Context: an optimization exercise on an open-source flow, tuned for small area, a short achievable clock period and few clock cycles per item. The choices shown serve that exercise and are no tape-out recipe.
Only simulation tests tie the RTL to the original design; equivalence was not proved.
Power and IR drop assume default switching activity.

==> run a <==
## product_gen
module product_gen
#(
parameter WORD_SIZE=29
)
(
  input wire clk,
  output wire[2*WORD_SIZE-1:0] sum1,
  input wire[WORD_SIZE-1:0] min,
  input wire[WORD_SIZE-1:0] q
);
  reg r1300;
  reg r1301;
  reg r1302;
  reg r1303;
  reg r1304;
  reg r1305;
  reg r1306;
  reg r1307;
  reg r1308;
  reg r1309;
  reg r1310;
  reg r1311;
  reg r1312;
  reg r1313;
  reg r1314;
  reg r1315;
  reg r1316;
  reg r1317;
  reg r1318;
  reg r1319;
  reg r1320;
  reg r1321;
  reg r1322;
  reg r1323;
  reg r1324;
  reg r1325;
  reg r1326;
  reg r1327;
  reg r1328;
  reg r1329;
  reg r1330;
  reg r1331;
  reg r1332;
  reg r1333;
  reg r1334;
  reg r1335;
  reg r1336;
  reg r1337;
  reg r1338;
  reg r1339;
  reg r1340;
  reg r1341;
  reg r1342;
  reg r1343;
  reg r1344;
  reg r1345;
  reg r1346;
  reg r1347;
  reg r1348;
  reg r1349;
  reg r1350;
  reg r1351;
  reg r1352;
  reg r1353;
  reg r1354;
  reg r1355;
  reg r1356;
  reg r1357;
  reg r1358;
  reg r1359;
  reg r1360;
  reg r1361;
  reg r1362;
  reg r1363;
  reg r1364;
  reg r1365;
  reg r1366;
  reg r1367;
  reg r1368;
  reg r1369;
  reg r1370;
  reg r1371;
  reg r1372;
  reg r1373;
  reg r1374;
  reg r1375;
  reg r1376;
  reg r1377;
  reg r1378;
  reg r1379;
  reg r1380;
  reg r1381;
  reg r1382;
  reg r1383;
  reg r1384;
  reg r1385;
  reg r1386;
  reg r1387;
  reg r1388;
  reg r1389;
  reg r1390;
  reg r1391;
  reg r1392;
  reg r1393;
  reg r1394;
  reg r1395;
  reg r1396;
  reg r1397;
  reg r1398;
  reg r1399;
  reg r1400;
  reg r1401;
  reg r1402;
  reg r1403;
  reg r1404;
  reg r1405;
  reg r1406;
  reg r1407;
  reg r1408;
  reg r1409;
  reg r1410;
  reg r1411;
  reg r1412;
  reg r1413;
  reg r1414;
  reg r1415;
  reg r1416;
  reg r1417;
  reg r1418;
  reg r1419;
  reg r1420;
  reg r1421;
  reg r1422;
  wire bo1 = q[0] ^ 1'b0;
  wire bt2 = (q[1] & ~q[0] & ~1'b0) | (~q[1] & q[0] & 1'b0);
  wire bn3 = q[1] & ~(q[0] & 1'b0);
  wire pp4 = ((bo1 & min[0]) | (bt2 & 1'b0)) ^ bn3;
  wire pp5 = ((bo1 & min[1]) | (bt2 & min[0])) ^ bn3;
  wire pp6 = ((bo1 & min[2]) | (bt2 & min[1])) ^ bn3;
  wire pp7 = ((bo1 & min[3]) | (bt2 & min[2])) ^ bn3;
  wire pp8 = ((bo1 & min[4]) | (bt2 & min[3])) ^ bn3;
  ...
Settings: LEC_CHECK=0, CAP_MARGIN=20, CORE_MARGIN=2, CORE_UTILIZATION=60, SETUP_SLACK_MARGIN=0.3, SLEW_MARGIN=20, SYNTH_HIERARCHICAL=1, SYNTH_MINIMUM_KEEP_SIZE=0; clock period 5.0 ns.
standard.sh (not shown) runs the stock make flow with config.mk's settings and CLKGATE_MAP_FILE= SYNTH_SCRIPT=/design/flow/synth_recipe.tcl, a recipe that flattens the netlist after the stock synthesis.
==> flow/flow/run.sh <==
#!/bin/bash
set -uo pipefail
export BUFFER_PORTS_ARGS="-buffer_cell sky130_fd_sc_hd__buf_2"
bash standard.sh > standard.log 2>&1
==> inputs of run b, as changes to run a <==
==> flow/run.sh (new file) <==
#!/bin/bash
# synth_recipe.tcl (not shown) runs the flow's synth.tcl, then flattens the netlist and writes it again
# the make line also repeats each setting of config.mk as NAME=value (left out here)
make -C /OpenROAD-flow-scripts/flow DESIGN_CONFIG=/design/flow/config.mk WORK_HOME=/design/flow/orfs CLKGATE_MAP_FILE= SYNTH_SCRIPT=/design/flow/synth_recipe.tcl finish
CORE_UTILIZATION = 55   (was 60)
SETUP_SLACK_MARGIN = 1.0   (was 0.3)
removed: flow/flow/run.sh
removed: flow/standard.sh
==> results.cfg <==
[drt]
vias = 20450
route.met3.wl_mm = 15.29

[cells_and_area]
fin_cells = 2969
num-nonclk-buffers = 531

[setup_path]
crit_buf_inv = 5
setup.worst_path.end = sum1[39]

[power]
comb_power_mw = 21.0
pwr-share-clk_pct = 5.2

[clock_tree]
post_cts_buffers = 130

[status]
status = no timing/DRC/antenna violations

[global_routing]
grtUsageMet3_pct = 18.33

[worst_hold_path]
min-delay-start = q[1]

[die]
num_rows = 72
die_area_um2 = 41130
start_util_pct = 55.98

[placement]
dp_hpwl_mm = 55.08
dp.cells = 2713
The numbers above come from run b.

==> results.cfg <==
[setup_path]
setup.worst_path.end = sum1[57]
crit_buf_inv = 2

[die]
die_area_um2 = 37760
num_rows = 69
start_util_pct = 60.96

[drt]
route.met3.wl_mm = 9.604
vias = 17760

[status]
status = no timing/DRC/antenna violations

[placement]
dp.cells = 2629

[worst_hold_path]
min-delay-start = q[0]

[cells_and_area]
num-nonclk-buffers = 285
The numbers above come from run a.

Testbench counts of run a, summed over its fixed seeds: cycles 512, items 512.
Testbench counts of run b, summed over its fixed seeds: cycles 512, items 512.

---

==> inputs of trial 34 <==
product_gen again, from the RTL that the note above started with.
==> flow/config.mk <==
export PLATFORM = sky130hd
export DESIGN_NAME = product_gen
export DESIGN_NICKNAME = product_gen
export VERILOG_FILES = /design/flow/design.v
export SDC_FILE = /design/flow/constraint.sdc
export NUM_CORES = 4
export LEC_CHECK = 0
export CAP_MARGIN = 20
export CORE_MARGIN = 2
export CORE_UTILIZATION = 60
export SETUP_SLACK_MARGIN = 0.3
export SLEW_MARGIN = 20
export SYNTH_HIERARCHICAL = 1
export SYNTH_MINIMUM_KEEP_SIZE = 0
==> flow/constraint.sdc <==
create_clock -name core_clock -period 5.0 [get_ports {clk}]
set_input_delay 1.0000 -clock core_clock [delete_from_list [all_inputs] [get_ports {clk}]]
set_output_delay 1.0000 -clock core_clock [all_outputs]
set_load 0.01 [all_outputs]
==> flow/flow/run.sh <==
#!/bin/bash
set -uo pipefail
export BUFFER_PORTS_ARGS="-buffer_cell sky130_fd_sc_hd__buf_4"
bash standard.sh > standard.log 2>&1
==> build 43: changes against trial 34 <==
- CTS_BUF_LIST: not set -> sky130_fd_sc_hd__clkbuf_8
- CTS_CLUSTER_SIZE: not set -> 30
==> trial 2: changes against trial 34 <==
- CORE_UTILIZATION: 60 -> 50
==> notes.md <==
quantity	trial 2	build 43	trial 34
Final critical-path setup slack	0.4646 ns	0.3843 ns	0.4591 ns
Met1 Use GR	49.43%	56.31%	55.90%
Required arrival time at the worst endpoint	4.00 ns	5.37 ns	4.00 ns
Highest clock frequency the design can meet	0.2205 GHz	0.2167 GHz	0.2202 GHz
Routing layer with the top usage in global route	met1	met2	met2
Met2 track utilization from global routing	48.06%	57.46%	57.50%
Standby leakage power	9.586 nW	9.349 nW	9.434 nW
M1 WL	31800 um	29380 um	29290 um
Portion of total power attributed to sequential cells	10.2%	10.5%	10.3%
Portion of total power attributed to the clock network	6.7%	5.1%	6.9%
GRT Resource Usage Total	33.54%	39.51%	39.57%
Die footprint	0.04516 mm2	0.03776 mm2	0.03776 mm2
Area post-placement	0.02400 mm2	0.02356 mm2	0.02356 mm2
Worst setup path start	r1342$_DFF_P_	q[19]	r1346$_DFF_P_
Run status	finished clean	finished clean	finished clean
Combinational cell power	15.8 mW	15.7 mW	15.6 mW
Last element of the critical path	sum1[41]	r1380$_DFF_P_	sum1[41]
Seq power	1.93 mW	1.94 mW	1.94 mW
NetSw	9.159 mW	9.117 mW	9.142 mW
Crit share post-route	90.71%	92.31%	90.82%
Power drawn by the clock network	1.27 mW	0.956 mW	1.29 mW
Testbench counts of trial 34, summed over its fixed seeds: cycles 512, items 512.
Testbench counts of build 43, summed over its fixed seeds: cycles 512, items 512.
Testbench counts of trial 2, summed over its fixed seeds: cycles 512, items 512.

---

==> inputs of garnet <==
Starting RTL as in the previous note.
==> flow/config.mk <==
export PLATFORM = sky130hd
export DESIGN_NAME = product_gen
export DESIGN_NICKNAME = product_gen
export VERILOG_FILES = /design/flow/design.v
export SDC_FILE = /design/flow/constraint.sdc
export NUM_CORES = 4
export LEC_CHECK = 0
export CAP_MARGIN = 20
export CORE_MARGIN = 2
export CORE_UTILIZATION = 60
export SLEW_MARGIN = 20
export SYNTH_HIERARCHICAL = 1
export SYNTH_MINIMUM_KEEP_SIZE = 0
==> flow/constraint.sdc <==
create_clock -name core_clock -period 5.0 [get_ports {clk}]
set_input_delay 1.0000 -clock core_clock [delete_from_list [all_inputs] [get_ports {clk}]]
set_output_delay 1.0000 -clock core_clock [all_outputs]
set_load 0.01 [all_outputs]
Scripts as last shown in full above: flow/flow/run.sh
==> inputs of sierra, as changes to garnet <==
==> flow/run.sh (new file) <==
#!/bin/bash
# synth_recipe.tcl (not shown) runs the flow's synth.tcl, then flattens the netlist and writes it again
# the make line also repeats each setting of config.mk as NAME=value (left out here)
make -C /OpenROAD-flow-scripts/flow DESIGN_CONFIG=/design/flow/config.mk WORK_HOME=/design/flow/orfs CLKGATE_MAP_FILE= SYNTH_SCRIPT=/design/flow/synth_recipe.tcl finish
--- a/flow/config.mk
+++ b/flow/config.mk
@@ -10,2 +10,3 @@
 export CORE_UTILIZATION = 60
+export SETUP_SLACK_MARGIN = 0.5
 export SLEW_MARGIN = 20
removed: flow/flow/run.sh
removed: flow/standard.sh
==> summary of the runs <==
In synthesized area, sierra and garnet do not differ.
In sierra the total power is larger than in garnet, by about 5%.
Critical path depth: garnet is higher than sierra (3).
Die area is the same in garnet and sierra.
Testbench counts of garnet, summed over its fixed seeds: cycles 512, items 512.
Testbench counts of sierra, summed over its fixed seeds: cycles 512, items 512.

---

==> nickel: inputs <==
product_gen again, from the RTL that the note above started with.
Settings: LEC_CHECK=0, CAP_MARGIN=20, CORE_MARGIN=2, CORE_UTILIZATION=60, SETUP_SLACK_MARGIN=0.5, SLEW_MARGIN=20, SYNTH_HIERARCHICAL=1, SYNTH_MINIMUM_KEEP_SIZE=0; clock period 5.0 ns.
==> flow/flow/run.sh <==
#!/bin/bash
set -uo pipefail
export BUFFER_PORTS_ARGS="-buffer_cell sky130_fd_sc_hd__buf_4"
export RECOVER_POWER=100
bash standard.sh > standard.log 2>&1
==> inputs of maple, as changes to nickel <==
==> flow/flow/run.sh (replaced) <==
#!/bin/bash
set -uo pipefail
export BUFFER_PORTS_ARGS="-buffer_cell sky130_fd_sc_hd__buf_4"
bash standard.sh > standard.log 2>&1
--- a/flow/config.mk
+++ b/flow/config.mk
@@ -10,3 +10,3 @@
 export CORE_UTILIZATION = 60
-export SETUP_SLACK_MARGIN = 0.5
+export SETUP_SLACK_MARGIN = 0.7
 export SLEW_MARGIN = 20
==> inputs of lagoon, as changes to nickel <==
==> flow/flow/run.sh (replaced) <==
#!/bin/bash
set -uo pipefail
export BUFFER_PORTS_ARGS="-buffer_cell sky130_fd_sc_hd__buf_4"
bash standard.sh > standard.log 2>&1
==> qor summary <==
|  | lagoon | maple | nickel |
|---|---|---|---|
| Pwr/cell area | 782.7 nW/µm² | 783.8 nW/µm² | 768.2 nW/µm² |
| Critical path launch point type | primary input | flip-flop | primary input |
| Status | finished clean | finished clean | finished clean |
| Logic power comb | 16.0 mW | 16.9 mW | 15.5 mW |
| Share of total power in combinational logic | 82.8% | 83.4% | 82.4% |
| Required arrival time at the worst endpoint | 5.33 ns | 4.00 ns | 5.33 ns |
| #MultiIn Comb | 1718 | 1719 | 1718 |
| Setup slack after layout | 0.5105 ns | 0.6428 ns | 0.3395 ns |
| Met2 global-route usage | 58.14% | 59.87% | 58.14% |
| Maximum achievable frequency | 222.7 MHz | 229.5 MHz | 214.6 MHz |
| Cell depth of the worst hold path | 1 | 1 | 3 |
| Resize count post-CTS | 12 | 59 | 12 |
| Register share of the cell area | 9.979% | 9.530% | 10.06% |
| Slew of the pin with the lowest slew margin | 0.5977 ns | 0.6393 ns | 0.8893 ns |
| Internal Dissipation | 10.06 mW | 10.66 mW | 9.593 mW |
| Clock power frac | 7.1% | 6.8% | 7.3% |
| Met1 usage | 53.59% | 54.35% | 53.59% |
| Number of buffers outside the clock class in the layout | 266 | 286 | 266 |
| Final wirelength | 72.85 mm | 74.22 mm | 72.80 mm |
| Post-CTS setup buffers | 6 | 19 | 6 |
| Length of routed met3 wiring | 9.908 mm | 9.253 mm | 9.924 mm |
| Net switching power | 9.253 mW | 9.653 mW | 9.212 mW |
| Critical Path Most Common Cell | sky130_fd_sc_hd__fa_1 | sky130_fd_sc_hd__buf_4 | sky130_fd_sc_hd__fa_1 |
| Wire length of the first global-routing pass | 111.3 mm | 111.3 mm | 111.3 mm |
| Total iterations of the first detailed-routing run | 23 | 26 | 23 |
Testbench counts of nickel, summed over its fixed seeds: cycles 512, items 512.
Testbench counts of maple, summed over its fixed seeds: cycles 512, items 512.
Testbench counts of lagoon, summed over its fixed seeds: cycles 512, items 512.

[port drivers added, routing unchanged]
No port has a modelled driver above. Below, the same layouts with a new extraction and two added sets of constraints. Step 1 (the two cells are an assumption about what drives the block):
set clk [get_ports {clk}]
set_driving_cell -lib_cell sky130_fd_sc_hd__clkbuf_16 $clk
set_driving_cell -lib_cell sky130_fd_sc_hd__buf_2 [delete_from_list [all_inputs] $clk]
Step 2 adds t to the input delays and takes it off the output delays; t is the mean of the earliest and latest rising clock arrival at the registers after step 1. Input paths then give back, and output paths get back, about the clock's delay inside the block. a / b / c = no drivers / after step 1 / after step 2; a / b = the first two.
run	t, ns	setup WS [ns]	worst register clock-pin slew, ns
run a	0.512	0.444 / 0.387 / -0.026	0.08 / 0.08
run b	0.530	0.604 / 0.542 / 0.238	0.08 / 0.08
trial 34	0.507	0.459 / 0.404 / 0.000	0.07 / 0.07
build 43	0.545	0.384 / 0.411 / -0.134	0.10 / 0.10
trial 2	0.544	0.465 / 0.405 / 0.065	0.07 / 0.07
garnet	0.504	0.412 / 0.355 / 0.087	0.07 / 0.07
sierra	0.510	0.530 / 0.499 / 0.056	0.07 / 0.07
nickel	0.514	0.340 / 0.345 / -0.139	0.07 / 0.07
maple	0.514	0.643 / 0.586 / 0.239	0.07 / 0.07
lagoon	0.514	0.510 / 0.491 / 0.033	0.06 / 0.06
Met with ideal ports but missed after step 2: setup timing in run a, build 43 and nickel. For build 43, which loses most, drivers alone change the setup slack by +0.027 ns; drivers and shift together by -0.518 ns.
